From an optimization exercise on the open Yosys and OpenROAD flow, aimed at a short achievable clock period and few clock cycles; shortcuts taken in it are not production practice. At most, simulation tests tie the RTL to the original design; equivalence was not proved. For runs 3 to 5, only the layout was checked, not whether the RTL still works.

--- flow/config.mk ---
export PLATFORM = sky130hd
export DESIGN_NAME = w450
export DESIGN_NICKNAME = w450
export VERILOG_FILES = /design/flow/design.v
export SDC_FILE = /design/flow/constraint.sdc
export NUM_CORES = 4
export LEC_CHECK = 0
export ABC_AREA = 1
export CAP_MARGIN = 20
export CORE_MARGIN = 2
export CORE_UTILIZATION = 60
export PLACE_DENSITY = 0.8
export SETUP_SLACK_MARGIN = 2.5
export SLEW_MARGIN = 20
--- flow/constraint.sdc ---
create_clock -name core_clock -period 4.5 [get_ports {clk}]
set_input_delay 0.9000 -clock core_clock [delete_from_list [all_inputs] [get_ports {clk}]]
set_output_delay 0.9000 -clock core_clock [all_outputs]
set_load 0.01 [all_outputs]
--- flow/design.v ---
module w450(mem_wr_data, mem_wr_addr, mem_wr_en, mem_rd_data1, mem_rd_addr1,
	mem_rd_data2, mem_rd_addr2, reset, clk);
	output [7:0] mem_wr_data;
	output [7:0] mem_wr_addr;
	output mem_wr_en;
	input [7:0] mem_rd_data1;
	output [7:0] mem_rd_addr1;
	input [7:0] mem_rd_data2;
	output [7:0] mem_rd_addr2;
	input reset;
	input clk;
	localparam DW = 4 + 4 + 4 + 4 + 4 + 5;
	function [DW-1:0] dec;
		input [7:0] b;
		input fw;
		reg [2:0] op; reg [1:0] fa, fb; reg d;
		reg immop, isbr, fb0, memwr, rwe, late, add, sub, mov;
		reg [3:0] sa, sb, we, xs;
		reg [1:0] rdst;
		reg [4:0] rt;
		begin
			op = b[7:5]; fa = b[4:3]; fb = b[2:1]; d = b[0];
			immop = op[0] | (op[2] & op[1]);
			isbr = op[2] & op[1];
			fb0 = (fb == 2'd0);
			memwr = ~immop & ~d & fb0;
			rwe = ~isbr & ~memwr;
			rdst = (immop | d) ? fa : fb;
			sa = 4'b0001 << fa;
			sb = 4'b0001 << fb;
			we = rwe ? (4'b0001 << rdst) : 4'b0000;
			add = (op[2:1] == 2'b00);
			sub = (op[2:1] == 2'b01);
			mov = op[2];
			late = ~immop & fb0;                  
			xs[0] = immop;
			xs[1] = late & ~fw;
			xs[2] = late & fw;
			xs[3] = ~immop & ~fb0;
			rt[0] = add;
			rt[1] = sub & ~immop & ~d;
			rt[2] = sub & (immop | d);
			rt[3] = mov & (immop | d);
			rt[4] = mov & ~immop & ~d;
			dec = {immop, isbr, op[0], memwr, we, sa, sb, xs, rt};
		end
	endfunction
	reg        c_immop, c_isbr, c_blt, c_memwr;
	reg [3:0]  c_we;
	reg [3:0]  c_xs;
	reg [4:0]  c_rt;
	reg [4:0]  c_s0, c_s1, c_s2, c_s3;   
	reg [7:0] a1;               
	reg [7:0] lpr;              
	reg [7:0] pc2, pc3, pc4;    
	reg [7:0] a2;               
	reg       v;                
	reg [7:0] r0, r1, r2, r3;
	reg [7:0] ra_q, rb_q;       
	reg       wen;
	reg [7:0] waddr, wdata;
	assign mem_wr_en = wen;
	assign mem_wr_addr = waddr;
	assign mem_wr_data = wdata;
	assign mem_rd_addr1 = a1;
	assign mem_rd_addr2 = a2;
	localparam BI = 4;
	localparam BN = 1 << BI;
	reg [BN-1:0] bt_v;
	reg [7-BI:0] bt_tag [0:BN-1];
	reg [7:0]    bt_op  [0:BN-1];
	reg          fill;          
	reg [7:0]    bpc;           
	reg          bhit;          
	reg [7:0]    btop;          
	wire [7:0] d1 = mem_rd_data1;
	wire [7:0] d2 = mem_rd_data2;
	wire [7:0] ra = ra_q;
	wire [7:0] rb = rb_q;
	wire [7:0] wd = wdata;
	wire [7:0] x = ({8{c_xs[0]}} & d1) | ({8{c_xs[1]}} & d2) |
	               ({8{c_xs[2]}} & wd) | ({8{c_xs[3]}} & rb);
	function [15:0] gp;
		input [3:0] s;
		input [7:0] a0, a1, a2, a3, y;
		input xi, yi;
		reg [7:0] yy, g, p;
		begin
			yy = yi ? ~y : y;
			if (xi) begin
				g = (({8{s[0]}} & ~a0) & yy) | (({8{s[1]}} & ~a1) & yy) |
				    (({8{s[2]}} & ~a2) & yy) | (({8{s[3]}} & ~a3) & yy);
				p = ({8{s[0]}} & ~(a0 ^ yy)) | ({8{s[1]}} & ~(a1 ^ yy)) |
				    ({8{s[2]}} & ~(a2 ^ yy)) | ({8{s[3]}} & ~(a3 ^ yy));
			end else begin
				g = (({8{s[0]}} & a0) & yy) | (({8{s[1]}} & a1) & yy) |
				    (({8{s[2]}} & a2) & yy) | (({8{s[3]}} & a3) & yy);
				p = ({8{s[0]}} & (a0 ^ yy)) | ({8{s[1]}} & (a1 ^ yy)) |
				    ({8{s[2]}} & (a2 ^ yy)) | ({8{s[3]}} & (a3 ^ yy));
			end
			gp = {g, p};
		end
	endfunction
	function [7:0] ks;
		input [15:0] gpi;
		input ci;
		reg [7:0] g, p, gg, pp, g2, p2;
		integer i, k;
		begin
			g = gpi[15:8]; p = gpi[7:0];
			gg = g; pp = p;
			gg[0] = g[0] | (p[0] & ci);
			for (k = 1; k < 8; k = k * 2) begin
				g2 = gg; p2 = pp;
				for (i = k; i < 8; i = i + 1) begin
					g2[i] = gg[i] | (pp[i] & gg[i-k]);
					p2[i] = pp[i] & pp[i-k];
				end
				gg = g2; pp = p2;
			end
			ks = p ^ {gg[6:0], ci};
		end
	endfunction
	wire [7:0] sa_ = ks(gp(c_xs, d1, d2, wd, rb, ra, 1'b0, 1'b0), 1'b0);
	wire [7:0] sb_ = ks(gp(c_xs, d1, d2, wd, rb, ra, 1'b0, 1'b1), 1'b1);
	wire [7:0] sc_ = ks(gp(c_xs, d1, d2, wd, rb, ra, 1'b1, 1'b0), 1'b1);
	function [7:0] pick;
		input [4:0] s;
		input [7:0] h;
		input [7:0] ta, tb, tc, tx, tr;
		pick = ((({8{s[0]}} & ta) | ({8{s[1]}} & tb)) | ({8{s[2]}} & tc)) |
		       ((({8{s[3]}} & tx) | ({8{s[4]}} & tr)) | h);
	endfunction
	wire [7:0] res = pick(c_rt, 8'h00, sa_, sb_, sc_, x, ra);
	wire [3:0] wv = c_we;
	wire [7:0] r0_n = pick(c_s0, {8{~wv[0]}} & r0, sa_, sb_, sc_, x, ra);
	wire [7:0] r1_n = pick(c_s1, {8{~wv[1]}} & r1, sa_, sb_, sc_, x, ra);
	wire [7:0] r2_n = pick(c_s2, {8{~wv[2]}} & r2, sa_, sb_, sc_, x, ra);
	wire [7:0] r3_n = pick(c_s3, {8{~wv[3]}} & r3, sa_, sb_, sc_, x, ra);
	function [1:0] cmp;
		input [7:0] a, b;
		reg [7:0] g, e;
		reg [3:0] g1, e1;
		reg [1:0] g2, e2;
		integer i;
		begin
			g = ~a & b;
			e = ~(a ^ b);
			for (i = 0; i < 4; i = i + 1) begin
				g1[i] = g[2*i+1] | (e[2*i+1] & g[2*i]);
				e1[i] = e[2*i+1] & e[2*i];
			end
			for (i = 0; i < 2; i = i + 1) begin
				g2[i] = g1[2*i+1] | (e1[2*i+1] & g1[2*i]);
				e2[i] = e1[2*i+1] & e1[2*i];
			end
			cmp = {g2[1] | (e2[1] & g2[0]), e2[1] & e2[0]};
		end
	endfunction
	wire [1:0] lteq = cmp(ra, rb);
	wire cond = c_blt ? lteq[1] : lteq[0];
	wire taken = c_isbr & cond;
	wire pt = c_isbr & bhit;                    
	wire [7:0] tgt  = pc2 + d1;
	wire [7:0] tgt1 = pc3 + d1;
	wire [7:0] tgt2 = pc4 + d1;
	wire       seq1 = ~v | ~c_immop;              
	wire [7:0] nbs = seq1 ? d1 : d2;
	wire       wen_n = c_memwr;
	wire [DW-1:0] dn = pt ? dec(btop, 1'b0) : dec(nbs, wen_n);
	wire       n_immop = dn[DW-1];
	wire [3:0] n_we = dn[DW-5:DW-8];
	wire [3:0] n_sa = dn[DW-9:DW-12];
	wire [3:0] n_sb = dn[DW-13:DW-16];
	wire [3:0] n_xs = dn[8:5];
	wire [4:0] n_rt = dn[4:0];
	wire       v_n = ~c_isbr | (cond == bhit);
	wire [3:0] fa_w = n_sa & wv;
	wire [3:0] fb_w = n_sb & wv;
	wire       fwa = |fa_w;
	wire       fwb = |fb_w;
	wire [7:0] ra_n = pick(c_rt & {5{fwa}},
		({8{n_sa[0] & ~fwa}} & r0) | ({8{n_sa[1] & ~fwa}} & r1) |
		({8{n_sa[2] & ~fwa}} & r2) | ({8{n_sa[3] & ~fwa}} & r3),
		sa_, sb_, sc_, x, ra);
	wire [7:0] rb_n = pick(c_rt & {5{fwb}},
		({8{n_sb[0] & ~fwb}} & r0) | ({8{n_sb[1] & ~fwb}} & r1) |
		({8{n_sb[2] & ~fwb}} & r2) | ({8{n_sb[3] & ~fwb}} & r3),
		sa_, sb_, sc_, x, ra);
	wire [7:0] pc2_n = !v ? a1 + 8'd2 : pt ? tgt2 :
	                   c_immop ? pc4 : pc3;
	wire [7:0] pc3_n = !v ? a1 + 8'd3 : pt ? tgt2 + 8'd1 :
	                   c_immop ? pc4 + 8'd1 : pc4;
	wire [7:0] pc4_n = !v ? a1 + 8'd4 : pt ? tgt2 + 8'd2 :
	                   c_immop ? pc4 + 8'd2 : pc4 + 8'd1;
	wire [7:0] a2_n = pick(c_s0 & {5{~n_immop}},
		({8{n_immop}} & pc2_n) | ({8{~n_immop & ~wv[0]}} & r0),
		sa_, sb_, sc_, x, ra);
	wire [7:0] a1_t = bhit ? tgt1 : tgt;
	wire [7:0] a1_s = !v ? a1 + 8'd1 : pt ? pc2 :
	                  c_immop ? pc3 : pc2;
	wire [7:0] a1_n = taken ? a1_t : a1_s;
	function lk;
		input [7:0] p;
		input [BN-1:0] bv;
		input [(8-BI)*BN-1:0] bt;
		lk = bv[p[BI-1:0]] & (bt[(8-BI)*p[BI-1:0] +: 8-BI] == p[7:BI]);
	endfunction
	wire [(8-BI)*BN-1:0] btt;
	wire [8*BN-1:0] bto;
	genvar gk;
	generate
		for (gk = 0; gk < BN; gk = gk + 1) begin : g_bt
			assign btt[(8-BI)*gk +: 8-BI] = bt_tag[gk];
			assign bto[8*gk +: 8] = bt_op[gk];
		end
	endgenerate
	wire lhit = !v ? lk(lpr, bt_v, btt) : c_immop ? lk(pc3, bt_v, btt) :
	            lk(pc2, bt_v, btt);
	wire [7:0] lop = !v ? bto[8*lpr[BI-1:0] +: 8] :
	                 c_immop ? bto[8*pc3[BI-1:0] +: 8] : bto[8*pc2[BI-1:0] +: 8];
	always @(posedge clk or posedge reset) begin
		if (reset) begin
			a1 <= 8'h00;
			lpr <= 8'h01;
			v <= 1'b0;
			wen <= 1'b0;
			fill <= 1'b0;
			bhit <= 1'b0;
			bt_v <= {BN{1'b0}};
			c_isbr <= 1'b0;
			c_memwr <= 1'b0;
			c_we <= 4'b0;
			c_s0 <= 5'b0; c_s1 <= 5'b0; c_s2 <= 5'b0; c_s3 <= 5'b0;
		end else begin
			c_isbr <= dn[DW-2] & v_n;
			c_memwr <= dn[DW-4] & v_n;
			c_we <= n_we & {4{v_n}};
			c_s0 <= n_rt & {5{n_we[0] & v_n}};
			c_s1 <= n_rt & {5{n_we[1] & v_n}};
			c_s2 <= n_rt & {5{n_we[2] & v_n}};
			c_s3 <= n_rt & {5{n_we[3] & v_n}};
			v <= v_n;
			wen <= wen_n;
			a1 <= a1_n;
			lpr <= taken ? tgt1 : pc3;
			bhit <= lhit & ~pt;
			fill <= taken & ~bhit;
			if (!v & fill) bt_v[bpc[BI-1:0]] <= 1'b1;
		end
	end
	always @(posedge clk) begin
		c_immop <= n_immop;
		c_blt <= dn[DW-3];
		c_rt <= n_rt;
		c_xs <= n_xs;
		ra_q <= ra_n;
		rb_q <= rb_n;
		pc2 <= pc2_n;
		pc3 <= pc3_n;
		pc4 <= pc4_n;
		a2 <= a2_n;
		btop <= lop;
		if (v & c_isbr) bpc <= a1;
		if (!v & fill) begin
			bt_tag[bpc[BI-1:0]] <= bpc[7:BI];
			bt_op[bpc[BI-1:0]] <= d1;
		end
		waddr <= r0;
		wdata <= res;
		r0 <= r0_n;
		r1 <= r1_n;
		r2 <= r2_n;
		r3 <= r3_n;
	end
endmodule
--- flow/run.sh ---
#!/bin/bash
# synth_recipe.tcl (not shown) runs the flow's synth.tcl, then flattens the netlist and writes it again
# the make line also repeats each setting of config.mk as NAME=value (left out here)
make -C /OpenROAD-flow-scripts/flow DESIGN_CONFIG=/design/flow/config.mk WORK_HOME=/design/flow/orfs CLKGATE_MAP_FILE= SYNTH_SCRIPT=/design/flow/synth_recipe.tcl finish
==> results.yml, run 1 <==
outcome:
  status: "stopped before the end"
  lastStage: "5_1_grt"
  error: "[ERROR GRT-0232] Routing congestion too high. Check the congestion heatmap in the GUI."
synthesis:
  synth_mux_area_share_pct: 0
  async_reset_ff_share_pct: 16.49
  synth_fa_ha_area_share_pct: 2.873
  synth_top_family_by_area: "simple AND/OR/NAND/NOR gates"
  synth_xor_area_share_pct: 1.315
  yosysUniqueCellTypes: 60
  synthTopCellsByCount: "nand2_1 (768), inv_1 (370), nand3_1 (340), nor2_1 (220), edfxtp_1 (201)"
  synth_top_cell_by_area: "edfxtp_1"
  synth_cells: 2992
  yosysWarnings: 1
  yosysTopAreaCellShare_pct: 26.76
  ys_ff_latch: 376
  synth_simple_gate_area_share_pct: 27.68
  synth_compound_area_share_pct: 15.24
  avgSynthCellArea_um2: 7.539
  yosysSeqAreaShare_pct: 43.67
  synthTopCellsByArea: "edfxtp_1 (27%), nand2_1 (13%), dfxtp_1 (10%)"
  synth-edff-count: 201
  ys.flop_type: "edfxtp_1"
  yosysMostFrequentCell: "nand2_1"
  synth.cell_area_um2: 22560
floorplanning:
  io_pins: 51
  die_h_um: 197.9
  rows: 71
  die_x_um: 197.9
  start_util_pct: 60.46
clocking:
  clock_sinks: 376
  cts_buffers: 41
  clock-root-buffer: "clkbuf_16"
  h-tree-depth: 2
  cts_buffer_depth: 3
placed_design:
  dp_hpwl_um: 58940
  gp_congestion: 1.066
  portBuffers: 50
global_route:
  grt_max_degree: 42
  grt_overflow: 8
  gr-usage-all-layers_pct: 74.47
sta:
  worst-ep-kind: "sequential cell input"
  crit_endpoint: "pc3[6]$_DFF_P_/D"
[per-layer routing]
metal  track usage, %  overflow
met1            75.77         0
met2            89.05         4
met3            62.58         0
met4            66.58         4
met5            42.27         0
[repair_timing]
action,CTS
pin swaps,220
endpoints found under the setup margin,373
setup buffers,208
resized for setup,812
hold buffers,0
cloned,25
[worst min path at each step]
stage                to  cells after the start
3_5_place_dp        wen                      0
2_1_floorplan  waddr[2]                      0
3_3_place_gp        wen                      0
4_1_cts             wen                      0
[logic make-up after synthesis]
kind of cell	after synthesis
xor+xnor	33
compound gates	561
flops	376
simple gates	1453
other cells	1
fa+ha+maj	50
buf+inv	518
[stage by stage]
| stage | instance area (um2) | std cells | setup slack (ns) |
|---|---|---|---|
| 2_1_floorplan | 23140 | 2993 | 1.921 |
| 3_3_place_gp | 23960 | 3425 | 0.7091 |
| 3_5_place_dp | 23990 | 3426 | 0.6970 |
| 4_1_cts | 30030 | 3734 | 2.181 |
Testbench counts, summed over its fixed seeds: cycles 21,021.
==> inputs of run 2 (changes only) <==
--- a/flow/config.mk
+++ b/flow/config.mk
@@ -10,4 +10,4 @@
 export CORE_MARGIN = 2
-export CORE_UTILIZATION = 60
-export PLACE_DENSITY = 0.8
+export CORE_UTILIZATION = 40
+export PLACE_DENSITY = 0.6
 export SETUP_SLACK_MARGIN = 2.5
==> results.yml, run 2 <==
synthesis:
  yosysUniqueCellTypes: 60
  synth_top_cell_by_area: "edfxtp_1"
  avgSynthCellArea_um2: 7.539
  yosysSeqAreaShare_pct: 43.67
  yosysTopAreaCellShare_pct: 26.76
  async_reset_ff_share_pct: 16.49
  synthTopCellsByArea: "edfxtp_1 (27%), nand2_1 (13%), dfxtp_1 (10%)"
  yosysMostFrequentCell: "nand2_1"
  ys.flop_type: "edfxtp_1"
  yosysWarnings: 1
  synthTopCellsByCount: "nand2_1 (768), inv_1 (370), nand3_1 (340), nor2_1 (220), edfxtp_1 (201)"
  ys_ff_latch: 376
  synth.cell_area_um2: 22560
  synth_cells: 2992
  synth-edff-count: 201
critical_path:
  crit_cells: 15
  crit_family: "simple AND/OR/NAND/NOR gates"
  end_kind: "flop"
  cpMaxStageDelayCell: "dfxtp_4"
  cp-startpoint: "ra_q[1]"
  cp.required_ns: 4.91
  r2r_end: "a2[3]"
  cp-start-kind: "flop"
  crit_path_cell_trace: "clkinvlp_4 > ha_4 > nand2_2 > nand2_2 > nor2_4 > buf_4 > buf_6 > nor2_4 > nand2_4 > buf_4 > nand3_1 > nand2_2 > inv_2 > nand2_1 > nand4_1"
  crit_top_cell: "nand2_2"
  crit_end: "a2[3]"
  reg2reg_from: "ra_q[1]"
  r2r_cells: 15
  crit_fanout: 3
  crit_arrival_ns: 2.76
  crit_buf_inv: 5
  path_class: "flop to flop"
  cp_slowest_stage_delay_ns: 0.37
  reg2reg_slack_ns: 2.14
floorplanning:
  start_util_pct: 40.24
  fp.coreArea_um2: 56060
  die_x_um: 241.5
  rows: 87
  io_pins: 51
  die_h_um: 241.5
  die-area_um2: 58310
sta:
  hold_viol: 0
  setup_ws_ns: 2.143
  rsz0062_at_grt: "true"
  setup_tns_ns: 0
  worst_clock_skew_ns: 0.02127
  final_max_slew_viol_count: 0
  setup_violations: 0
  worst_pin_slew_ns: 0.9875
  fin_crit_ns: 2.357
  slew_headroom_pct: 34.17
  fmax_mhz: 424.2
  timing.final.crit_share_pct: 52.38
clocking:
  clk_pin_slew_ns: 0.06
  cts_buffer_depth: 3
  h-tree-depth: 2
  clock_sinks: 376
  cts_hold_buf: 0
  cts_buffers: 43
  clk_latency_ns: 0.62
  clock-root-buffer: "clkbuf_16"
  cts_tree: "done"
placed_design:
  dp_slack_ns: 0.5984
  dp_cells: 3728
  gp_congestion: 1.019
  portBuffers: 50
  dp_hpwl_um: 64050
global_route:
  grt_overflow: 0
  grt_max_degree: 45
  grt_pass1_wl_um: 145100
  grt_antenna_before_repair: 0
  grt_pass1_vias: 23089
  gr-usage-all-layers_pct: 33.43
finish:
  final_common_cell: "nand2_1"
  largest_reg_flops: 128
  mostFrequentLayoutCells: "nand2_1 (595), inv_1 (313), nand3_1 (231)"
  final.fill_count: 4958
  nets: 3332
  syn2layout_area_growth_pct: 39.08
  diodes: 0
  drive_gt1_share_pct: 32.14
  fin_cells: 4051
detailed_routing:
  wl_per_cell_um: 24.54
  drc: 0
  postRouteAntennaNets: 0
  viasPerCell: 5.921
  first_iter_violations: 2820
  drtPass1Iterations: 9
  vias: 23987
  wirelength_um: 99410
job:
  maxCapViolations: 0
outcome:
  status: "no timing/DRC/antenna violations"
worst_hold_path:
  hold_class: "flop to flop"
[run 2: cell counts after synthesis]
Identical to the previous run, type by type.
[run 2: worst register-to-register path, delay by kind of cell (launching register included)]
| kind | cells | cell delay [ns] |
|---|---|---|
| simple gates | 9 | 0.91 |
| buf+inv | 5 | 0.59 |
| flops | 1 | 0.37 |
| fa+ha+maj | 1 | 0.30 |
[run 2: what timing repair did]
item,4_1_cts,5_1_grt
gates resized for setup,776,217
hold endpoints to repair,0,0
buffers inserted,176,39
setup endpoints to repair,374,239
cloned,25,7
pin swaps,190,137
[run 2: cell type report]
cell class	count	area (um2)	area share [%]
clock inverters	24	311.5	0.9931
clock buffers	52	1120	3.569
multi-input cells	2101	13450	42.88
inverters	383	1567	4.993
flip-flops and latches	376	9957	31.74
well taps	756	945.9	3.015
repair inverters	5	56.30	0.1795
repair buffers	354	3964	12.63
[run 2: cell families after synthesis]
logic type,after synthesis,synth area share [%]
XOR/XNOR,33,1.315
AO/OA/AOI/OAI,561,15.24
AND/OR/NAND/NOR,1453,27.68
flip-flops,376,43.67
other,1,0.01662
adder cells (fa/ha/maj),50,2.873
buffers and inverters,518,9.202
[run 2: worst min-delay path by stage]
stage	depth (start not counted)	endpoint	startpoint	slack [ns]
2_1_floorplan	0	waddr[2]	r0[2]	0.35
3_3_place_gp	0	wen	c_memwr	0.40
3_5_place_dp	0	waddr[0]	r0[0]	0.40
4_1_cts	0	wen	c_memwr	0.42
5_1_grt	0	waddr[2]	r0[2]	0.45
6_report	0	waddr[0]	r0[0]	0.43
[run 2: stage by stage]
| stage | hold slack (ns) | utilization (%) | area [um2] |
|---|---|---|---|
| global placement | 0.4042 | 43.64 | 24460 |
| global route | 0.4473 | 55.96 | 31370 |
| detailed placement | 0.4022 | 43.64 | 24460 |
| CTS | 0.4168 | 53.77 | 30140 |
| floorplan | 0.3507 | - | 23140 |
| finish | 0.4329 | 55.96 | 31370 |
[run 2: per-layer routing]
metal / track usage, % / wire length, um / vias to the layer above
met5: 0 / 0 / -
met4: 18.89 / 6472 / 0
met3: 5.492 / 9001 / 425
met2: 52.66 / 44290 / 1467
met1: 43.69 / 39640 / 11411
li1: - / - / 10684
==> inputs of run 3 (changes only) <==
--- a/flow/design.v
+++ b/flow/design.v
@@ -48,2 +48,3 @@
 	reg        c_immop, c_isbr, c_blt, c_memwr;
+	reg        c_nimm;          
 	reg [3:0]  c_we;
@@ -54,3 +55,5 @@
 	reg [7:0] lpr;              
+	reg [7:0] a1n;              
 	reg [7:0] pc2, pc3, pc4;    
+	reg [7:0] pc5, pc6;         
 	reg [7:0] a2;               
@@ -61,2 +64,3 @@
 	reg [7:0] waddr, wdata;
+	reg [7:0] wdn;              
 	assign mem_wr_en = wen;
@@ -79,3 +83,4 @@
 	wire [7:0] rb = rb_q;
-	wire [7:0] wd = wdata;
+	wire [7:0] wd = ~wdn;
+	wire [7:0] a1i = ~a1n;
 	wire [7:0] x = ({8{c_xs[0]}} & d1) | ({8{c_xs[1]}} & d2) |
@@ -103,11 +108,8 @@
 	endfunction
-	function [7:0] ks;
+	function [15:0] pfx;
 		input [15:0] gpi;
-		input ci;
-		reg [7:0] g, p, gg, pp, g2, p2;
+		reg [7:0] gg, pp, g2, p2;
 		integer i, k;
 		begin
-			g = gpi[15:8]; p = gpi[7:0];
-			gg = g; pp = p;
-			gg[0] = g[0] | (p[0] & ci);
+			gg = gpi[15:8]; pp = gpi[7:0];
 			for (k = 1; k < 8; k = k * 2) begin
@@ -120,8 +122,12 @@
 			end
-			ks = p ^ {gg[6:0], ci};
-		end
-	endfunction
-	wire [7:0] sa_ = ks(gp(c_xs, d1, d2, wd, rb, ra, 1'b0, 1'b0), 1'b0);
-	wire [7:0] sb_ = ks(gp(c_xs, d1, d2, wd, rb, ra, 1'b0, 1'b1), 1'b1);
-	wire [7:0] sc_ = ks(gp(c_xs, d1, d2, wd, rb, ra, 1'b1, 1'b0), 1'b1);
+			pfx = {gg, pp};
+		end
+	endfunction
+	wire [15:0] gpa = gp(c_xs, d1, d2, wd, rb, ra, 1'b0, 1'b0);
+	wire [15:0] pxa = pfx(gpa);
+	wire [7:0] sa_ = gpa[7:0] ^ {pxa[14:8], 1'b0};
+	wire [15:0] gpb = gp(c_xs, d1, d2, wd, rb, ra, 1'b0, 1'b1);
+	wire [15:0] pxb = pfx(gpb);
+	wire [7:0] sb_ = gpb[7:0] ^ {pxb[14:8] | pxb[6:0], 1'b1};
+	wire [7:0] sc_ = ~(gpb[7:0] ^ {pxb[14:8], 1'b0});
 	function [7:0] pick;
@@ -166,3 +172,3 @@
 	wire [7:0] tgt2 = pc4 + d1;
-	wire       seq1 = ~v | ~c_immop;              
+	wire       seq1 = ~v | c_nimm;                
 	wire [7:0] nbs = seq1 ? d1 : d2;
@@ -189,8 +195,11 @@
 		sa_, sb_, sc_, x, ra);
-	wire [7:0] pc2_n = !v ? a1 + 8'd2 : pt ? tgt2 :
-	                   c_immop ? pc4 : pc3;
-	wire [7:0] pc3_n = !v ? a1 + 8'd3 : pt ? tgt2 + 8'd1 :
-	                   c_immop ? pc4 + 8'd1 : pc4;
-	wire [7:0] pc4_n = !v ? a1 + 8'd4 : pt ? tgt2 + 8'd2 :
-	                   c_immop ? pc4 + 8'd2 : pc4 + 8'd1;
+	wire [7:0] tgt3 = pc5 + d1;
+	wire [7:0] tgt4 = pc6 + d1;
+	wire [7:0] pc2_n = !v ? a1i + 8'd2 : pt ? tgt2 : c_nimm ? pc3 : pc4;
+	wire [7:0] pc3_n = !v ? a1i + 8'd3 : pt ? tgt3 : c_nimm ? pc4 : pc5;
+	wire [7:0] pc4_n = !v ? a1i + 8'd4 : pt ? tgt4 : c_nimm ? pc5 : pc6;
+	wire [7:0] pc5_n = !v ? a1i + 8'd5 : pt ? tgt4 + 8'd1 :
+	                   c_nimm ? pc6 : pc6 + 8'd1;
+	wire [7:0] pc6_n = !v ? a1i + 8'd6 : pt ? tgt4 + 8'd2 :
+	                   c_nimm ? pc6 + 8'd1 : pc6 + 8'd2;
 	wire [7:0] a2_n = pick(c_s0 & {5{~n_immop}},
@@ -199,4 +208,4 @@
 	wire [7:0] a1_t = bhit ? tgt1 : tgt;
-	wire [7:0] a1_s = !v ? a1 + 8'd1 : pt ? pc2 :
-	                  c_immop ? pc3 : pc2;
+	wire [7:0] a1_s = !v ? a1i + 8'd1 : pt ? pc2 :
+	                  c_nimm ? pc2 : pc3;
 	wire [7:0] a1_n = taken ? a1_t : a1_s;
@@ -217,6 +226,6 @@
 	endgenerate
-	wire lhit = !v ? lk(lpr, bt_v, btt) : c_immop ? lk(pc3, bt_v, btt) :
-	            lk(pc2, bt_v, btt);
+	wire lhit = !v ? lk(lpr, bt_v, btt) : c_nimm ? lk(pc2, bt_v, btt) :
+	            lk(pc3, bt_v, btt);
 	wire [7:0] lop = !v ? bto[8*lpr[BI-1:0] +: 8] :
-	                 c_immop ? bto[8*pc3[BI-1:0] +: 8] : bto[8*pc2[BI-1:0] +: 8];
+	                 c_nimm ? bto[8*pc2[BI-1:0] +: 8] : bto[8*pc3[BI-1:0] +: 8];
 	always @(posedge clk or posedge reset) begin
@@ -224,2 +233,3 @@
 			a1 <= 8'h00;
+			a1n <= 8'hff;
 			lpr <= 8'h01;
@@ -245,2 +255,3 @@
 			a1 <= a1_n;
+			a1n <= ~a1_n;
 			lpr <= taken ? tgt1 : pc3;
@@ -253,2 +264,3 @@
 		c_immop <= n_immop;
+		c_nimm <= ~n_immop;
 		c_blt <= dn[DW-3];
@@ -261,5 +273,7 @@
 		pc4 <= pc4_n;
+		pc5 <= pc5_n;
+		pc6 <= pc6_n;
 		a2 <= a2_n;
 		btop <= lop;
-		if (v & c_isbr) bpc <= a1;
+		if (v & c_isbr) bpc <= a1i;
 		if (!v & fill) begin
@@ -270,2 +284,3 @@
 		wdata <= res;
+		wdn <= ~res;
 		r0 <= r0_n;
==> results.yml, run 3 <==
outcome:
  status: "no timing/DRC/antenna violations"
floorplanning:
  die_x_um: 248.9
  die_h_um: 248.9
  io_pins: 51
  start_util_pct: 40.57
  rows: 89
  die-area_um2: 61950
  fp.coreArea_um2: 59130
global_route:
  grt_antenna_before_repair: 2
  gr-usage-all-layers_pct: 30.95
  grt_max_degree: 74
  grt_overflow: 0
  grt_pass1_wl_um: 147000
  grt_pass1_vias: 23828
sta:
  final_max_slew_viol_count: 0
  fin_crit_ns: 2.361
  timing.final.crit_share_pct: 52.48
  rsz0062_at_grt: "true"
  fmax_mhz: 423.5
  setup_tns_ns: 0
  worst_pin_slew_ns: 0.8150
  worst_clock_skew_ns: 0.03586
  setup_violations: 0
  slew_headroom_pct: 45.55
  hold_viol: 0
critical_path:
  crit_fanout: 8
  crit_path_cell_trace: "ha_4 > nand2_1 > nand2_2 > nor2_4 > nor2_1 > nor2_2 > nand2_4 > nand2_8 > nand4_4 > nand3_2 > nand3_2 > nor2_1"
  cp-start-kind: "flop"
  cp_slowest_stage_delay_ns: 0.53
  reg2reg_from: "rb_q[3]"
  path_class: "flop to flop"
  crit_arrival_ns: 2.93
  cpMaxStageDelayCell: "dfxtp_1"
  end_kind: "flop"
  cp.required_ns: 5.07
  cp-startpoint: "rb_q[3]"
clocking:
  cts_buffer_depth: 3
  h-tree-depth: 2
  cts_buffers: 48
  cts_tree: "done"
  cts_hold_buf: 0
  clk_pin_slew_ns: 0.06
  clk_latency_ns: 0.63
  clock_sinks: 409
  clock-root-buffer: "clkbuf_16"
synthesis:
  avgSynthCellArea_um2: 7.721
  yosysUniqueCellTypes: 65
  synth-edff-count: 201
  synthTopCellsByCount: "nand2_1 (725), inv_1 (357), nand3_1 (324), nor2_1 (228), o21ai_0 (204)"
  ys.flop_type: "edfxtp_1"
  synth_cells: 3107
  async_reset_ff_share_pct: 17.11
  yosysTopAreaCellShare_pct: 25.16
  synth.cell_area_um2: 23990
  ys_ff_latch: 409
  synthTopCellsByArea: "edfxtp_1 (25%), dfxtp_1 (12%), nand2_1 (11%)"
  yosysWarnings: 1
  yosysMostFrequentCell: "nand2_1"
  synth_top_cell_by_area: "edfxtp_1"
  yosysSeqAreaShare_pct: 44.02
placed_design:
  dpl-instance-area_um2: 25890
  gp_congestion: 1.000
  dp_hpwl_um: 65070
  portBuffers: 50
finish:
  seqCellArea_um2: 10650
  mostFrequentLayoutCells: "nand2_1 (560), inv_1 (300), nand3_1 (227)"
  nets: 3492
  design_area_um2: 33880
  largest_reg_flops: 128
  final_common_cell: "nand2_1"
  final.fill_count: 4980
  diodes: 0
  drive_gt1_share_pct: 32.73
  multi_input_area_um2: 14750
  syn2layout_area_growth_pct: 41.24
worst_hold_path:
  hold_class: "flop to flop"
  min_from: "r0[0]"
detailed_routing:
  drtPass1Iterations: 6
  drc: 0
  vias: 25394
  first_iter_violations: 2832
  postRouteAntennaNets: 0
  wirelength_um: 104800
  wl_per_cell_um: 24.84
  viasPerCell: 6.019
job:
  maxCapViolations: 0
[run 3: cell types whose count changed in the layout (fill, tap and decap cells not counted), moves of 22 or more]
cell     previous run  this run
a21oi_1           120       149
dfxtp_1            81       103
nand2_1           595       560
nand3_2            98        71
nor2_1            162       138
nor2_4             42        69
[run 3: path summary, 6_finish.rpt]
check	endpoint	slack [ns]	cells after the start
setup / recovery	wdn[6]	2.14	12
hold / removal	waddr[0]	0.36	0
setup reg to reg	wdn[6]	2.14	12
hold reg to reg	waddr[0]	0.36	0
max in group asynchronous	lpr[0]	2.81	3
min in group asynchronous	c_s0[1]	0.78	2
[run 3: metal layers]
layer,part of all wire [%],global-route usage [%]
met5,0.023,0
met4,5.7,13.42
met3,9.8,5.987
met2,45,49.55
met1,39,40.80
[run 3: cell families (layout without fill, tap and decap cells)]
kind of cell    after synthesis  count (layout)  share of synthesized area [%]
buf+inv                     513             850                          8.439
simple gates               1422            1423                          25.57
flops                       409             409                          44.02
other cells                   1               2                        0.01563
fa+ha+maj                    68              68                          3.703
xor+xnor                     60              60                          2.222
compound gates              634             634                          16.03
[run 3: cell type report]
cell class | count | area share (%)
multi-input combinational | 2187 | 43.53
sequential | 409 | 31.44
timing repair buffer | 384 | 12.78
inverter | 374 | 4.623
clock buffer | 62 | 3.851
tap | 773 | 2.854
clock inverter | 28 | 0.8825
timing repair inverter | 2 | 0.04062
[run 3: critical path: cells and delay by family (launching register included)]
| kind | cells | cell delay [ns] |
|---|---|---|
| AND/OR/NAND/NOR | 11 | 1.47 |
| flip-flops | 1 | 0.53 |
| adder cells (fa/ha/maj) | 1 | 0.28 |
[run 3: repair_timing]
item / CTS / global route
pin swaps: 141 / 244
buffers inserted: 146 / 99
resized for setup: 740 / 428
gates cloned: 17 / 14
endpoints found under the setup margin: 404 / 222
[run 3: through the flow]
step                util (%)  setup slack (ns)  std cells  hold WS (ns)
floorplan                  -             1.996       3108        0.3308
global placement       43.79            0.6342       3853        0.3511
detailed placement     43.79            0.6060       3853        0.3601
CTS                    52.70             2.273       4106        0.3704
global route           57.30             2.083       4219        0.3717
finish                 57.30             2.139       4219        0.3630
==> inputs of run 4 (changes only) <==
--- a/flow/design.v
+++ b/flow/design.v
@@ -54,6 +54,4 @@
 	reg [7:0] a1;               
-	reg [7:0] lpr;              
 	reg [7:0] a1n;              
 	reg [7:0] pc2, pc3, pc4;    
-	reg [7:0] pc5, pc6;         
 	reg [7:0] a2;               
@@ -117,3 +115,3 @@
 				for (i = k; i < 8; i = i + 1) begin
-					g2[i] = gg[i] | (pp[i] & gg[i-k]);
+					g2[i] = pp[i] ? gg[i-k] : gg[i];
 					p2[i] = pp[i] & pp[i-k];
@@ -147,18 +145,18 @@
 		input [7:0] a, b;
-		reg [7:0] g, e;
-		reg [3:0] g1, e1;
-		reg [1:0] g2, e2;
+		reg [7:0] d, l;
+		reg [3:0] d1_, l1;
+		reg [1:0] d2_, l2;
 		integer i;
 		begin
-			g = ~a & b;
-			e = ~(a ^ b);
+			d = a ^ b; l = b;
 			for (i = 0; i < 4; i = i + 1) begin
-				g1[i] = g[2*i+1] | (e[2*i+1] & g[2*i]);
-				e1[i] = e[2*i+1] & e[2*i];
+				l1[i] = d[2*i+1] ? l[2*i+1] : l[2*i];
+				d1_[i] = d[2*i+1] | d[2*i];
 			end
 			for (i = 0; i < 2; i = i + 1) begin
-				g2[i] = g1[2*i+1] | (e1[2*i+1] & g1[2*i]);
-				e2[i] = e1[2*i+1] & e1[2*i];
-			end
-			cmp = {g2[1] | (e2[1] & g2[0]), e2[1] & e2[0]};
+				l2[i] = d1_[2*i+1] ? l1[2*i+1] : l1[2*i];
+				d2_[i] = d1_[2*i+1] | d1_[2*i];
+			end
+			cmp = {(d2_[1] ? l2[1] : l2[0]) & (d2_[1] | d2_[0]),
+			       ~(d2_[1] | d2_[0])};
 		end
@@ -169,5 +167,25 @@
 	wire pt = c_isbr & bhit;                    
-	wire [7:0] tgt  = pc2 + d1;
-	wire [7:0] tgt1 = pc3 + d1;
-	wire [7:0] tgt2 = pc4 + d1;
+	function [7:0] ksa;
+		input [7:0] x, y;
+		reg [7:0] g, p, gg, pp, g2, p2;
+		integer i, k;
+		begin
+			g = x & y; p = x ^ y;
+			gg = g; pp = p;
+			for (k = 1; k < 8; k = k * 2) begin
+				g2 = gg; p2 = pp;
+				for (i = k; i < 8; i = i + 1) begin
+					g2[i] = pp[i] ? gg[i-k] : gg[i];
+					p2[i] = pp[i] & pp[i-k];
+				end
+				gg = g2; pp = p2;
+			end
+			ksa = p ^ {gg[6:0], 1'b0};
+		end
+	endfunction
+	wire [7:0] pc5 = pc4 + 8'd1;
+	wire [7:0] pc6 = pc4 + 8'd2;
+	wire [7:0] tgt  = ksa(pc2, d1);
+	wire [7:0] tgt1 = ksa(pc3, d1);
+	wire [7:0] tgt2 = ksa(pc4, d1);
 	wire       seq1 = ~v | c_nimm;                
@@ -195,4 +213,4 @@
 		sa_, sb_, sc_, x, ra);
-	wire [7:0] tgt3 = pc5 + d1;
-	wire [7:0] tgt4 = pc6 + d1;
+	wire [7:0] tgt3 = ksa(pc5, d1);
+	wire [7:0] tgt4 = ksa(pc6, d1);
 	wire [7:0] pc2_n = !v ? a1i + 8'd2 : pt ? tgt2 : c_nimm ? pc3 : pc4;
@@ -200,6 +218,2 @@
 	wire [7:0] pc4_n = !v ? a1i + 8'd4 : pt ? tgt4 : c_nimm ? pc5 : pc6;
-	wire [7:0] pc5_n = !v ? a1i + 8'd5 : pt ? tgt4 + 8'd1 :
-	                   c_nimm ? pc6 : pc6 + 8'd1;
-	wire [7:0] pc6_n = !v ? a1i + 8'd6 : pt ? tgt4 + 8'd2 :
-	                   c_nimm ? pc6 + 8'd1 : pc6 + 8'd2;
 	wire [7:0] a2_n = pick(c_s0 & {5{~n_immop}},
@@ -226,6 +240,5 @@
 	endgenerate
-	wire lhit = !v ? lk(lpr, bt_v, btt) : c_nimm ? lk(pc2, bt_v, btt) :
-	            lk(pc3, bt_v, btt);
-	wire [7:0] lop = !v ? bto[8*lpr[BI-1:0] +: 8] :
-	                 c_nimm ? bto[8*pc2[BI-1:0] +: 8] : bto[8*pc3[BI-1:0] +: 8];
+	wire lhit = (!v | c_nimm) ? lk(a1i, bt_v, btt) : lk(pc2, bt_v, btt);
+	wire [7:0] lop = (!v | c_nimm) ? bto[8*a1i[BI-1:0] +: 8] :
+	                 bto[8*pc2[BI-1:0] +: 8];
 	always @(posedge clk or posedge reset) begin
@@ -234,3 +247,2 @@
 			a1n <= 8'hff;
-			lpr <= 8'h01;
 			v <= 1'b0;
@@ -256,3 +268,2 @@
 			a1n <= ~a1_n;
-			lpr <= taken ? tgt1 : pc3;
 			bhit <= lhit & ~pt;
@@ -273,7 +284,5 @@
 		pc4 <= pc4_n;
-		pc5 <= pc5_n;
-		pc6 <= pc6_n;
 		a2 <= a2_n;
 		btop <= lop;
-		if (v & c_isbr) bpc <= a1i;
+		if (v & c_isbr) bpc <= pc2 - 8'd2;
 		if (!v & fill) begin
==> results.yml, run 4 <==
synthesis:
  yosysSeqAreaShare_pct: 45.73
  synth_cells: 2837
  avgSynthCellArea_um2: 7.738
  async_reset_ff_share_pct: 16.10
  ys_ff_latch: 385
  synthTopCellsByArea: "edfxtp_1 (27%), nand2_1 (11%), dfxtp_1 (11%)"
  yosysMostFrequentCell: "nand2_1"
  yosysUniqueCellTypes: 58
  synth_top_cell_by_area: "edfxtp_1"
  synth-edff-count: 201
  yosysWarnings: 1
  synthTopCellsByCount: "nand2_1 (670), inv_1 (309), nor2_1 (302), o21ai_0 (252), nand3_1 (247)"
  synth.cell_area_um2: 21950
  ys.flop_type: "edfxtp_1"
  yosysTopAreaCellShare_pct: 27.49
floorplanning:
  die-area_um2: 56780
  fp.coreArea_um2: 54030
  start_util_pct: 40.63
  rows: 85
  die_x_um: 238.3
  die_h_um: 238.3
  io_pins: 51
placed_design:
  dpl-instance-area_um2: 23920
  dp_hpwl_um: 61310
  portBuffers: 50
  dp_cells: 3522
  dp_slack_ns: 0.5969
  gp_congestion: 0.9571
sta:
  hold_viol: 0
  setup_violations: 0
  slew_headroom_pct: 49.35
  final_max_slew_viol_count: 0
  fmax_mhz: 418.2
  hold_ws_ns: 0.3507
  worst_pin_slew_ns: 0.7598
  fin_crit_ns: 2.391
  setup_ws_ns: 2.109
  rsz0062_at_grt: "true"
  setup_tns_ns: 0
  worst_clock_skew_ns: 0.02611
  timing.final.crit_share_pct: 53.14
critical_path:
  crit_fanout: 5
  reg2reg_from: "pc4[2]"
  crit_top_cell: "nand2_1"
  path_class: "flop to flop"
  crit_arrival_ns: 2.88
  cp-startpoint: "pc4[2]"
  crit_path_cell_trace: "inv_4 > nor4_4 > nand2_1 > xor2_2 > inv_2 > ha_4 > nand2_2 > o21ai_2 > nand2_1 > o21ai_1 > nand2_1 > o21ai_2 > a21oi_1 > o21ai_1 > o221ai_1 > nand2_1 > nand2_1"
  cp.required_ns: 4.99
  end_kind: "flop"
  cp_slowest_stage_delay_ns: 0.39
  crit_buf_inv: 2
  cp-start-kind: "flop"
  cpMaxStageDelayCell: "dfxtp_4"
  crit_family: "simple AND/OR/NAND/NOR gates"
clocking:
  clock-root-buffer: "clkbuf_16"
  cts_buffers: 45
  cts_tree: "done"
  clock_sinks: 385
  h-tree-depth: 2
  clk_pin_slew_ns: 0.06
  cts_buffer_depth: 3
  clk_latency_ns: 0.61
global_route:
  grt_antenna_before_repair: 2
  grt_pass1_vias: 23104
  grt_pass1_wl_um: 142700
  gr-usage-all-layers_pct: 33.40
  grt_max_degree: 39
  grt_overflow: 0
finish:
  largest_reg_flops: 128
  final_common_cell: "nand2_1"
  design_area_um2: 33540
  nets: 3333
  fin_cells: 3994
  fin_util_pct: 62.08
  mostFrequentLayoutCells: "nand2_1 (432), buf_4 (247), inv_1 (240)"
  syn2layout_area_growth_pct: 52.78
  drive_gt1_share_pct: 41.96
  final.fill_count: 4345
detailed_routing:
  postRouteAntennaNets: 0
  wirelength_um: 101600
  drc: 0
  vias: 24329
  first_iter_violations: 2884
  wl_per_cell_um: 25.45
  drtPass1Iterations: 6
  viasPerCell: 6.091
outcome:
  status: "no timing/DRC/antenna violations"
worst_hold_path:
  min_from: "r0[1]"
  hold_class: "flop to flop"
job:
  maxCapViolations: 0
==> run 4: cell types whose count changed after synthesis, moves of 15 or more <==
cell      previous run  this run
nand3_1            324       247
nor2_1             228       302
o211ai_1           109        44
a21oi_1            171       113
nand2_1            725       670
inv_1              357       309
o21ai_0            204       252
o22ai_1             32        60
o221ai_1             9        32
clkbuf_1            85        66
a22oi_1             19         2
dfxtp_1            138       122
ha_1                63        48
xor2_1              41        26
==> run 4: cells by family after synthesis <==
family          Yosys count  synth area share [%]
other cells               1               0.01708
simple gates           1335                 25.82
compound gates          592                 15.91
xor+xnor                 38                 1.516
fa+ha+maj                53                 3.192
buf+inv                 433                 7.820
flops                   385                 45.73
==> run 4: final cells by class <==
type | count | area, um2 | area share, %
multi-input cells | 2024 | 14600 | 43.52
flip-flops and latches | 385 | 10150 | 30.27
repair buffers | 473 | 5054 | 15.07
inverters | 325 | 1409 | 4.201
clock buffers | 61 | 1257 | 3.749
well taps | 696 | 870.8 | 2.596
clock inverters | 20 | 136.4 | 0.4066
repair inverters | 8 | 58.81 | 0.1753
diodes | 2 | 5.005 | 0.01492
==> run 4: timing repair <==
action / CTS / global route
setup buffers: 269 / 91
gates cloned: 25 / 4
hold buffers: 0 / 0
endpoints found under the setup margin: 384 / 334
pin swaps: 266 / 260
gates resized for setup: 1036 / 403
==> run 4: path summary, 6_finish.rpt <==
path / endpoint / slack [ns] / depth (start not counted)
worst max-delay path: pc4[7] / 2.11 / 17
worst min-delay path: waddr[1] / 0.35 / 0
worst max register to register: pc4[7] / 2.11 / 17
worst min register to register: waddr[1] / 0.35 / 0
max in group asynchronous: a1n[3] / 2.85 / 3
min in group asynchronous: c_s0[4] / 0.75 / 2
==> run 4: metal layers <==
layer  part of all wire, %  track usage (%)
met5                     0                0
met4                   7.8            19.34
met3                   9.2            5.738
met2                    45            53.61
met1                    38            42.55
==> inputs of run 5 (changes only) <==
--- a/flow/design.v
+++ b/flow/design.v
@@ -177,3 +177,3 @@
 				for (i = k; i < 8; i = i + 1) begin
-					g2[i] = pp[i] ? gg[i-k] : gg[i];
+					g2[i] = gg[i] | (pp[i] & gg[i-k]);
 					p2[i] = pp[i] & pp[i-k];
==> results.yml, run 5 <==
outcome:
  status: "no timing/DRC/antenna violations"
placed_design:
  portBuffers: 50
  gp_congestion: 0.9993
  dp_hpwl_um: 58700
critical_path:
  crit_arrival_ns: 2.90
  cpMaxStageDelayCell: "dfxtp_4"
  r2r_cells: 13
  reg2reg_from: "ra_q[4]"
  path_class: "flop to flop"
  cp-startpoint: "ra_q[4]"
  reg2reg_slack_ns: 2.14
  cp.required_ns: 5.04
  end_kind: "flop"
  cp_slowest_stage_delay_ns: 0.39
  cp-start-kind: "flop"
  crit_fanout: 4
  crit_path_cell_trace: "clkinvlp_4 > nand2_2 > nand4_1 > nor2_4 > nand4_1 > nand2_2 > nand2_4 > nor2_4 > clkinvlp_4 > buf_6 > o211ai_1 > nand2_1 > inv_1"
  r2r_end: "a1[0]"
synthesis:
  synth.cell_area_um2: 21580
  synth_fa_ha_area_share_pct: 3.247
  synth_simple_gate_area_share_pct: 24.80
  yosysSeqAreaShare_pct: 46.52
  synth_top_cell_by_area: "edfxtp_1"
  synthTopCellsByArea: "edfxtp_1 (28%), dfxtp_1 (11%), nand2_1 (11%)"
  synthTopCellsByCount: "nand2_1 (638), inv_1 (300), nor2_1 (299), o21ai_0 (234), nand3_1 (226)"
  synth_top_family_by_area: "simple AND/OR/NAND/NOR gates"
  synth_cells: 2747
  synth-edff-count: 201
  synth_mux_area_share_pct: 0
  synth_compound_area_share_pct: 15.81
  ys.flop_type: "edfxtp_1"
  yosysTopAreaCellShare_pct: 27.97
  yosysMostFrequentCell: "nand2_1"
  avgSynthCellArea_um2: 7.857
  yosysWarnings: 1
  synth_xor_area_share_pct: 1.983
  ys_ff_latch: 385
  async_reset_ff_share_pct: 16.10
  yosysUniqueCellTypes: 58
finish:
  final_common_cell: "nand2_1"
  seqCellArea_um2: 10130
  diodes: 0
  drive_gt1_share_pct: 38.14
  multi_input_area_um2: 13570
  nets: 3161
  largest_reg_flops: 128
  syn2layout_area_growth_pct: 47.38
  fin_util_pct: 59.34
  mostFrequentLayoutCells: "nand2_1 (443), inv_1 (230), edfxtp_1 (201)"
  final.fill_count: 4577
floorplanning:
  rows: 85
  die-area_um2: 55830
  start_util_pct: 40.26
  fp.coreArea_um2: 53600
  die_h_um: 236.3
  io_pins: 51
  die_x_um: 236.3
clocking:
  clk_latency_ns: 0.60
  cts_hold_buf: 0
  h-tree-depth: 2
  cts_buffers: 44
  clock-root-buffer: "clkbuf_16"
  cts_buffer_depth: 3
  clock_sinks: 385
  clk_pin_slew_ns: 0.07
  cts_tree: "done"
detailed_routing:
  first_iter_violations: 2686
  drtPass1Iterations: 5
  drc: 0
  wl_per_cell_um: 24.55
  postRouteAntennaNets: 0
  vias: 22538
  wirelength_um: 93790
  viasPerCell: 5.898
global_route:
  grt_pass1_wl_um: 135300
  grt_max_degree: 68
  grt_overflow: 0
  grt_antenna_before_repair: 1
  grt_pass1_vias: 22012
  gr-usage-all-layers_pct: 31.99
sta:
  slew_headroom_pct: 48.21
  final_max_slew_viol_count: 0
  setup_tns_ns: 0
  fmax_mhz: 423.8
  worst_clock_skew_ns: 0.02184
  hold_viol: 0
  setup_violations: 0
  rsz0062_at_grt: "true"
  worst_pin_slew_ns: 0.7768
  fin_crit_ns: 2.359
  timing.final.crit_share_pct: 52.43
job:
  maxCapViolations: 0
worst_hold_path:
  min_delay_worst_endpoint: "waddr[0]"
  hold_path_depth: 0
  hold_class: "flop to flop"
  min_from: "r0[0]"
run 5: cell count changes in the layout (fill, tap and decap cells not counted), sizes merged, moves of 11 or more:
cell	delta
nand2	-32
nor2	-11
a21oi	+24
inv	-12
o21ai	-20
nand3	-20
o211ai	-11
o22ai	-26
buf	-82
run 5: layout make-up:
| type | instances | area share [%] |
|---|---|---|
| multi-input combinational | 1946 | 42.66 |
| sequential | 385 | 31.85 |
| timing repair buffer | 396 | 13.78 |
| inverter | 314 | 4.386 |
| clock buffer | 60 | 3.812 |
| tap | 696 | 2.738 |
| clock inverter | 21 | 0.6608 |
| timing repair inverter | 3 | 0.1219 |
run 5: worst max-delay path: cells and delay by family (launching register included):
kind / cells / cell delay [ns]
compound gates: 1 / 0.07
buf+inv: 4 / 0.54
flops: 1 / 0.39
simple gates: 8 / 1.29
run 5: logic make-up after synthesis:
| group | Yosys count |
|---|---|
| AO/OA/AOI/OAI | 572 |
| buffers and inverters | 418 |
| AND/OR/NAND/NOR | 1270 |
| flip-flops | 385 |
| adder cells (fa/ha/maj) | 53 |
| XOR/XNOR | 48 |
| other | 1 |
run 5: routing by layer:
| layer | track usage (%) | vias to the layer above | part of all wire (%) |
|---|---|---|---|
| met1 | 41.69 | 10913 | 40 |
| met3 | 6.752 | 300 | 9.3 |
| met5 | 0 | - | 0.014 |
| li1 | - | 10071 | - |
| met4 | 16.05 | 2 | 5.7 |
| met2 | 50.38 | 1252 | 46 |
run 5: repair_timing:
item	4_1_cts	5_1_grt
setup endpoints to repair	386	220
setup buffers	204	75
endpoints found under the hold margin	0	0
pin swaps	202	186
gates resized for setup	813	380
gates cloned	17	7
run 5: worst max-delay path by stage:
stage / to / cells past startpoint
2_1_floorplan: a1[6] / 11
3_3_place_gp: wdata[3] / 16
3_5_place_dp: wdata[3] / 16
4_1_cts: a1n[6] / 14
5_1_grt: a1[0] / 13
6_report: a1[0] / 13
run 5: per-stage QoR:
step	area (um2)	setup slack, ns	std cells	hold WS, ns
4_1_cts	29600	2.235	3739	0.4004
3_5_place_dp	23810	0.5833	3437	0.3875
2_1_floorplan	22560	2.145	2748	0.3308
6_report	31810	2.141	3821	0.4069
5_1_grt	31810	2.051	3821	0.4140
3_3_place_gp	23810	0.6057	3437	0.3954
==> inputs of run 6 (changes only) <==
--- a/flow/design.v
+++ b/flow/design.v
@@ -115,3 +115,3 @@
 				for (i = k; i < 8; i = i + 1) begin
-					g2[i] = pp[i] ? gg[i-k] : gg[i];
+					g2[i] = gg[i] | (pp[i] & gg[i-k]);
 					p2[i] = pp[i] & pp[i-k];
@@ -145,18 +145,18 @@
 		input [7:0] a, b;
-		reg [7:0] d, l;
-		reg [3:0] d1_, l1;
-		reg [1:0] d2_, l2;
+		reg [7:0] g, e;
+		reg [3:0] g1, e1;
+		reg [1:0] g2, e2;
 		integer i;
 		begin
-			d = a ^ b; l = b;
+			g = ~a & b;
+			e = ~(a ^ b);
 			for (i = 0; i < 4; i = i + 1) begin
-				l1[i] = d[2*i+1] ? l[2*i+1] : l[2*i];
-				d1_[i] = d[2*i+1] | d[2*i];
+				g1[i] = g[2*i+1] | (e[2*i+1] & g[2*i]);
+				e1[i] = e[2*i+1] & e[2*i];
 			end
 			for (i = 0; i < 2; i = i + 1) begin
-				l2[i] = d1_[2*i+1] ? l1[2*i+1] : l1[2*i];
-				d2_[i] = d1_[2*i+1] | d1_[2*i];
+				g2[i] = g1[2*i+1] | (e1[2*i+1] & g1[2*i]);
+				e2[i] = e1[2*i+1] & e1[2*i];
 			end
-			cmp = {(d2_[1] ? l2[1] : l2[0]) & (d2_[1] | d2_[0]),
-			       ~(d2_[1] | d2_[0])};
+			cmp = {g2[1] | (e2[1] & g2[0]), e2[1] & e2[0]};
 		end
==> results.yml, run 6 <==
outcome:
  status: "no timing/DRC/antenna violations"
placed_design:
  gp_congestion: 1.023
  dp_hpwl_um: 58210
  dpl-instance-area_um2: 23400
  portBuffers: 50
  dp_slack_ns: 0.5910
  dp_cells: 3384
floorplanning:
  fp.coreArea_um2: 53600
  die-area_um2: 55860
  rows: 85
  start_util_pct: 40.29
  io_pins: 51
  die_h_um: 236.4
  die_x_um: 236.4
global_route:
  gr-usage-all-layers_pct: 30.74
  grt_max_degree: 45
  grt_pass1_wl_um: 130700
  grt_overflow: 0
  grt_pass1_vias: 20827
  grt_antenna_before_repair: 3
worst_hold_path:
  hold_class: "flop to flop"
  min_delay_worst_endpoint: "waddr[5]"
  min_from: "r0[5]"
  hold_path_depth: 0
clocking:
  cts_hold_buf: 0
  cts_buffer_depth: 3
  cts_tree: "done"
  h-tree-depth: 2
  cts_buffers: 43
  clk_latency_ns: 0.61
  clk_pin_slew_ns: 0.07
  clock_sinks: 385
  clock-root-buffer: "clkbuf_16"
critical_path:
  cp_slowest_stage_delay_ns: 0.40
  crit_arrival_ns: 2.82
  crit_fanout: 8
  r2r_end: "r2[6]"
  cp-start-kind: "flop"
  cpMaxStageDelayCell: "dfxtp_4"
  reg2reg_slack_ns: 2.15
  r2r_cells: 15
  path_class: "flop to flop"
  end_kind: "flop"
  reg2reg_from: "ra_q[1]"
  crit_path_cell_trace: "inv_8 > ha_4 > inv_4 > nand2_1 > nand2_1 > nor2_1 > inv_1 > ha_2 > o21bai_4 > buf_6 > nand3_4 > nand4_4 > buf_6 > nand3_2 > nand4_1"
  cp.required_ns: 4.97
detailed_routing:
  drc: 0
  first_iter_violations: 2608
  postRouteAntennaNets: 0
  wirelength_um: 90690
  vias: 22214
  drtPass1Iterations: 7
  wl_per_cell_um: 24.53
  viasPerCell: 6.009
synthesis:
  ys_ff_latch: 385
  async_reset_ff_share_pct: 16.10
  yosysSeqAreaShare_pct: 46.49
  synthTopCellsByArea: "edfxtp_1 (28%), dfxtp_1 (11%), nand2_1 (10%)"
  synth_top_cell_by_area: "edfxtp_1"
  avgSynthCellArea_um2: 7.980
  ys.flop_type: "edfxtp_1"
  synth-edff-count: 201
  synthTopCellsByCount: "nand2_1 (598), nor2_1 (288), inv_1 (259), o21ai_0 (236), nand3_1 (207)"
  synth_cells: 2706
  yosysWarnings: 1
  yosysTopAreaCellShare_pct: 27.95
  yosysMostFrequentCell: "nand2_1"
  yosysUniqueCellTypes: 64
  synth.cell_area_um2: 21590
finish:
  fin_cells: 3697
  design_area_um2: 30230
  largest_reg_flops: 128
  syn2layout_area_growth_pct: 40.00
  nets: 3046
  drive_gt1_share_pct: 34.14
  mostFrequentLayoutCells: "nand2_1 (451), nor2_1 (220), inv_1 (202)"
  final_common_cell: "nand2_1"
sta:
  rsz0062_at_grt: "true"
  timing.final.crit_share_pct: 52.21
  setup_tns_ns: 0
  setup_ws_ns: 2.151
  final_max_slew_viol_count: 0
  hold_viol: 0
  fmax_mhz: 425.7
  worst_pin_slew_ns: 0.7885
  setup_violations: 0
  slew_headroom_pct: 47.43
  fin_crit_ns: 2.349
  worst_clock_skew_ns: 0.02491
job:
  maxCapViolations: 0
## run 6: repair_timing
action	CTS	global route
setup endpoints to repair	383	272
setup buffers	145	70
pin swaps	169	163
gates cloned	10	7
resized for setup	730	314
## run 6: layout make-up
type | instances | area [um2]
fillers | 4673 | 23370
inverters | 291 | 1285
diodes | 2 | 5.005
multi-input cells | 1925 | 13090
clock buffers | 60 | 1264
repair inverters | 4 | 30.03
well taps | 696 | 870.8
repair buffers | 315 | 3312
clock inverters | 19 | 244.0
flip-flops and latches | 385 | 10130
## run 6: critical path: cells and delay by family, from the launching register on
| family | cells | cell delay (ns) |
|---|---|---|
| buffers and inverters | 5 | 0.50 |
| adder cells (fa/ha/maj) | 2 | 0.47 |
| flip-flops | 1 | 0.40 |
| AND/OR/NAND/NOR | 7 | 0.62 |
| AO/OA/AOI/OAI | 1 | 0.19 |
## run 6: per-stage QoR
| step | utilization, % | hold slack [ns] |
|---|---|---|
| global placement | 43.65 | 0.3411 |
| CTS | 52.77 | 0.3575 |
| finish | 56.40 | 0.3543 |
| global route | 56.39 | 0.3614 |
| floorplan | - | 0.3308 |
| detailed placement | 43.65 | 0.3472 |
## run 6: how the worst max path moves through the flow
stage	start	slack, ns	end	cells after the start
after floorplan	mem_rd_data1[0]	2.17	wdn[6]	15
after global placement	mem_rd_data1[3]	0.58	wdn[7]	13
after detailed placement	mem_rd_data1[3]	0.59	wdn[7]	13
after CTS	pc4[0]	2.22	pc3[7]	13
after global routing	pc4[0]	2.08	pc3[7]	13
final	ra_q[1]	2.15	r2[6]	15
## run 6: per-layer routing
metal / wire length [um] / vias up / GRT usage (%)
met1: 37080 / 10801 / 43.08
met5: 0 / - / 0
li1: - / 9775 / -
met3: 9814 / 264 / 6.085
met4: 3590 / 0 / 10.03
met2: 40200 / 1374 / 47.58
## run 6: kinds of logic after synthesis
kind of cell	share of synthesized area (%)
AOI/OAI and AO/OA	16.29
xor gates and xnor gates	1.918
adders and majority gates	3.824
buffers and inverters	7.254
DFF	46.49
muxes	0.09271
other	0.01737
and+or+nand+nor	24.11
Testbench counts of run 6, summed over its fixed seeds: cycles 21,021.

## what the ideal ports hide
Ports are ideal in the flow. The routed layouts listed here were re-timed in OpenROAD.
Step 1 assumes that a clkbuf_16 drives the clock port and a buf_2 every other input.
Step 2 adds t to the input delays and takes it off the output delays; t is the mean of the earliest and latest rising clock arrival at the registers after step 1. Input paths then give back, and output paths get back, about the clock's delay inside the block.
Three values: no drivers, after step 1, after step 2; two values: the first two.
| run | shift t [ns] | setup WS [ns] | worst setup path after step 2 | worst data-port slew with drivers (ns) |
|---|---|---|---|---|
| run 2 | 0.673 | 2.143 / 2.143 / 1.504 | input to register | 0.08 |
| run 3 | 0.685 | 2.139 / 2.139 / 1.490 | input to register | 0.09 |
| run 4 | 0.665 | 2.109 / 2.109 / 1.497 | input to register | 0.08 |
| run 5 | 0.643 | 2.141 / 2.141 / 1.623 | input to register | 0.06 |
| run 6 | 0.651 | 2.151 / 2.036 / 1.385 | input to register | 0.27 |
After both steps setup and hold are still met in every run listed. The setup slack of run 6, which loses most, moves by -0.115 ns with the drivers and by -0.766 ns with both steps.
